Context: an optimization exercise on an open-source flow, tuned for small area and a short achievable clock period. The choices shown serve that exercise and are no tape-out recipe.
Function was checked by simulation only, so behaviour that the tests miss may differ from the original.
Power is estimated from default activity; no workload was simulated.

== run D ==
Design xortally_net, start of the top module:
module xortally_net(
	input clk,
	input rst,
	input [16:0] x1,
	input [16:0] x2,
	input [16:0] w1,
	input [16:0] w2,
	input [16:0] w3,
	input [16:0] w4,
	input [16:0] w5,
	input [16:0] w6,
	input [16:0] b1,
	input [16:0] b2,
	input [16:0] b3,
	output [16:0] h1,
	output [16:0] h2,
	output [16:0] y
);
==> module hidden, before the edit <==
module hidden(
	input clk,
	input rst,
	input [16:0] xa,
	input [16:0] wa,
	input [16:0] xb,
	input [16:0] wb,
	input [16:0] b,
	output [7:0] lv
);
function [4:0] pc16;
	input [15:0] v;
	integer i;
	begin
		pc16 = 5'd0;
		for (i = 0; i < 16; i = i + 1)
			pc16 = pc16 + v[i];
	end
endfunction
function [4:0] tcount16;
	input [15:0] t;
	reg [16:0] h;
	begin
		h = {t, 1'b1} & ~{1'b0, t};    
		tcount16[4] = h[16];
		tcount16[3] = |h[15:8];
		tcount16[2] = |{h[15:12], h[7:4]};
		tcount16[1] = |{h[15:14], h[11:10], h[7:6], h[3:2]};
		tcount16[0] = |{h[15], h[13], h[11], h[9], h[7], h[5], h[3], h[1]};
	end
endfunction
function [5:0] pc32;
	input [31:0] v;
	integer i;
	begin
		pc32 = 6'd0;
		for (i = 0; i < 32; i = i + 1)
			pc32 = pc32 + v[i];
	end
endfunction
wire [16:0] ma, mb;
matrix m_a(.clk(clk), .in(xa), .slope(wa), .out(ma));
matrix m_b(.clk(clk), .in(xb), .slope(wb), .out(mb));
wire [4:0] ca = pc16(ma[15:0]);
reg s1;
reg [15:0] p1;
reg [4:0] c1;
wire h2n, s2n;
wire [31:0] t2n;
reg s2;
reg [31:0] t2;
wire [15:0] mbt;
sort16 mbs(.v(mb[15:0]), .t(mbt));
add_core a2(.in(mb), .ic(tcount16(mbt)), .t({s1, 16'd0, p1}), .tc({1'b0, c1}), .hold(h2n), .sign(s2n), .res(t2n));
wire h3n, s3n;
wire [31:0] t3n;
reg [32:0] t3;
wire [15:0] t2l, t2h;
sort16 tsl(.v(t2[15:0]), .t(t2l));
sort16 tsh(.v(t2[31:16]), .t(t2h));
wire [5:0] tc2 = tcount16(t2l) + tcount16(t2h);
wire [15:0] bt;
sort16 bs(.v(b[15:0]), .t(bt));
add_core a3(.in(b), .ic(tcount16(bt)), .t({s2, t2}), .tc(tc2), .hold(h3n), .sign(s3n), .res(t3n));
squish_sigmoid ss(.in(t3), .lv(lv));
always @(posedge clk) begin
	if (rst) begin
		s1 <= 1'b0;
		p1 <= 16'd0;
		c1 <= 5'd0;
		s2 <= 1'b0;
		t2 <= 32'd0;
		t3 <= 33'd0;
	end else begin
		s1 <= ma[16] & (ca != 5'd0);
		p1 <= ma[16] ? ~(16'hffff << ca) : ma[15:0];
		c1 <= ca;
		if (!h2n) begin
			s2 <= s2n;
			t2 <= t2n;
		end
		if (!h3n)
			t3 <= {s3n, t3n};
	end
end
endmodule
export LEC_CHECK = 0
export ABC_AREA = 1
export CAP_MARGIN = 20
export CORE_MARGIN = 2
export CORE_UTILIZATION = 45
export SETUP_SLACK_MARGIN = 4
export SLEW_MARGIN = 20
create_clock -name core_clock -period 11.0 [get_ports {clk}]
standard.sh (not shown) runs the stock make flow with config.mk's settings and CLKGATE_MAP_FILE= SYNTH_SCRIPT=/design/flow/synth_recipe.tcl, a recipe that flattens the netlist after the stock synthesis.
==> flow/flow/run.sh <==
#!/bin/bash
# The standard layout (standard.sh, which runs the ORFS make targets and
# keeps each step's log under orfs/logs), with the port buffers that ORFS's
# buffer_ports adds taken from the smallest buffer cell instead of the one it
# picks itself. Everything else, synthesis included, is the standard flow.
set -o pipefail
export BUFFER_PORTS_ARGS="-buffer_cell sky130_fd_sc_hd__buf_1"
bash standard.sh > standard.log 2>&1
Run D was carried through to the last stage, and its layout satisfied the timing, design-rule and antenna checks.
[inputs] run C vs run D
-- flow/design.v --
<<< run D, line 511
reg s2;
reg [31:0] t2;
wire [15:0] mbt;
sort16 mbs(.v(mb[15:0]), .t(mbt));
add_core a2(.in(mb), .ic(tcount16(mbt)), .t({s1, 16'd0, p1}), .tc({1'b0, c1}), .hold(h2n), .sign(s2n), .res(t2n));
wire h3n, s3n;
wire [31:0] t3n;
>>> run C, line 511
reg s2;
reg [31:0] t2;
add_core a2(.in(mb), .ic(pc16(mb[15:0])), .t({s1, 16'd0, p1}), .tc({1'b0, c1}), .hold(h2n), .sign(s2n), .res(t2n));
wire h3n, s3n;
wire [31:0] t3n;
Results
Run C gives less detailed route wirelength on metal2 than run D did. Run C against run D: multi-input combinational area share fell by 0.64 points; number of setup buffers added after CTS now sits higher; post-route minimum period picked up an extra 0.15 ns. Comparing run D and run C, the higher number of gates on the worst path with buffers counted is on run C. | power share of the combinational group | run C vs run D | 4.8 points lower |. ~same flip-flop and latch area in run D and run C. The final worst slack of run C was inferior to that of run D. The share of synthesized area spent on multiplexers on run C is in line with that on run D. [run C vs run D] non-clock buffer count: higher in run C. Cmp run C vs run D: global-route met3 utilization higher in run C.

* * *

== JK ==
xortally_net with an RTL version that a note above also has.
For scale: ~240 I/O pins, ~39000 um^2 of cells after synthesis.
==> module hidden, before the edit <==
module hidden(
	input clk,
	input rst,
	input [16:0] xa,
	input [16:0] wa,
	input [16:0] xb,
	input [16:0] wb,
	input [16:0] b,
	output [7:0] lv
);
function [4:0] pc16;
	input [15:0] v;
	integer i;
	begin
		pc16 = 5'd0;
		for (i = 0; i < 16; i = i + 1)
			pc16 = pc16 + v[i];
	end
endfunction
function [4:0] tcount16;
	input [15:0] t;
	reg [16:0] h;
	begin
		h = {t, 1'b1} & ~{1'b0, t};    
		tcount16[4] = h[16];
		tcount16[3] = |h[15:8];
		tcount16[2] = |{h[15:12], h[7:4]};
		tcount16[1] = |{h[15:14], h[11:10], h[7:6], h[3:2]};
		tcount16[0] = |{h[15], h[13], h[11], h[9], h[7], h[5], h[3], h[1]};
	end
endfunction
function [5:0] pc32;
	input [31:0] v;
	integer i;
	begin
		pc32 = 6'd0;
		for (i = 0; i < 32; i = i + 1)
			pc32 = pc32 + v[i];
	end
endfunction
wire [16:0] ma, mb;
matrix m_a(.clk(clk), .in(xa), .slope(wa), .out(ma));
matrix m_b(.clk(clk), .in(xb), .slope(wb), .out(mb));
wire [4:0] ca = pc16(ma[15:0]);
reg s1;
reg [15:0] p1;
reg [4:0] c1;
wire h2n, s2n;
wire [31:0] t2n;
reg s2;
reg [31:0] t2;
add_core a2(.in(mb), .ic(pc16(mb[15:0])), .t({s1, 16'd0, p1}), .tc({1'b0, c1}), .hold(h2n), .sign(s2n), .res(t2n));
wire h3n, s3n;
wire [31:0] t3n;
reg [32:0] t3;
wire [15:0] t2l, t2h;
sort16 tsl(.v(t2[15:0]), .t(t2l));
sort16 tsh(.v(t2[31:16]), .t(t2h));
wire [5:0] tc2 = tcount16(t2l) + tcount16(t2h);
wire [15:0] bt;
sort16 bs(.v(b[15:0]), .t(bt));
add_core a3(.in(b), .ic(tcount16(bt)), .t({s2, t2}), .tc(tc2), .hold(h3n), .sign(s3n), .res(t3n));
squish_sigmoid ss(.in(t3), .lv(lv));
always @(posedge clk) begin
	if (rst) begin
		s1 <= 1'b0;
		p1 <= 16'd0;
		c1 <= 5'd0;
		s2 <= 1'b0;
		t2 <= 32'd0;
		t3 <= 33'd0;
	end else begin
		s1 <= ma[16] & (ca != 5'd0);
		p1 <= ma[16] ? ~(16'hffff << ca) : ma[15:0];
		c1 <= ca;
		if (!h2n) begin
			s2 <= s2n;
			t2 <= t2n;
		end
		if (!h3n)
			t3 <= {s3n, t3n};
	end
end
endmodule
clock: 11.0 ns
lec_check: 0
abc_area: 1
cap_margin: 20
core_margin: 2
core_utilization: 45
setup_slack_margin: 4.5
slew_margin: 20
Scripts as last shown in full above: flow/flow/run.sh
Input-level comparison between MS and JK:
--- a/flow/design.v
+++ b/flow/design.v
@@ -510,7 +510,9 @@
 wire [31:0] t2n;
 reg s2;
 reg [31:0] t2;
-add_core a2(.in(mb), .ic(pc16(mb[15:0])), .t({s1, 16'd0, p1}), .tc({1'b0, c1}), .hold(h2n), .sign(s2n), .res(t2n));
+wire [15:0] mbt;
+sort16 mbs(.v(mb[15:0]), .t(mbt));
+add_core a2(.in(mb), .ic(tcount16(mbt)), .t({s1, 16'd0, p1}), .tc({1'b0, c1}), .hold(h2n), .sign(s2n), .res(t2n));
 wire h3n, s3n;
 wire [31:0] t3n;
 reg [32:0] t3;
## What came out
- NOTE: multi-input gate share of the layout cell area in MS exceeds that of JK
- Changes observed in MS relative to JK: non-clock buffer count saw a decrease, share of the synthesized area in compound gates (AO/OA/AOI/OAI) decreased by 0.18 points relative to the old numbers.
- Looking at met2 demand-to-capacity share in global routing, MS sits 0.23 points above JK.
- Fmax: MS above JK
- MS vs. JK: combinational share of power increased by 5.3 points relative to the old numbers, clock skew increased by 0.0096 ns relative to the old numbers, number of rows created at floorplan increased by 1 relative to the old numbers.
- | sequential power | MS vs JK | ≈ equal |
- JK was larger in final cell area than MS.
- MS vs. JK: switching share of power went up by 1.4 points.

re-timing with driven ports:
How much do the figures lean on ideal ports? The routed layouts below were timed once more, with nothing changed but the port constraints. Step 1, drivers: a clkbuf_16 drives clk and a buf_2 each remaining input, both assumed. Step 2 adds t to the input delays and takes it off the output delays; t is the mean of the earliest and latest rising clock arrival at the registers after step 1. Input paths then give back, and output paths get back, about the clock's delay inside the block. a / b / c = no drivers / after step 1 / after step 2; a / b = the first two.
| run | shift t [ns] | slack for setup (ns) | worst setup path after step 2 | clock arrival spread, ns |
|---|---|---|---|---|
| run D | 0.646 | 4.437 / 4.364 / 3.903 | input to register | 0.035 / 0.036 |
| run C | 0.645 | 4.287 / 4.287 / 3.882 | input to register | 0.027 / 0.028 |
| JK | 0.647 | 4.504 / 4.504 / 4.229 | input to register | 0.027 / 0.027 |
| MS | 0.645 | 4.701 / 4.746 / 4.102 | input to register | 0.035 / 0.035 |
After both steps every run listed still meets setup and hold. The setup slack of MS, which loses most, moves by +0.045 ns with the drivers and by -0.599 ns with both steps.
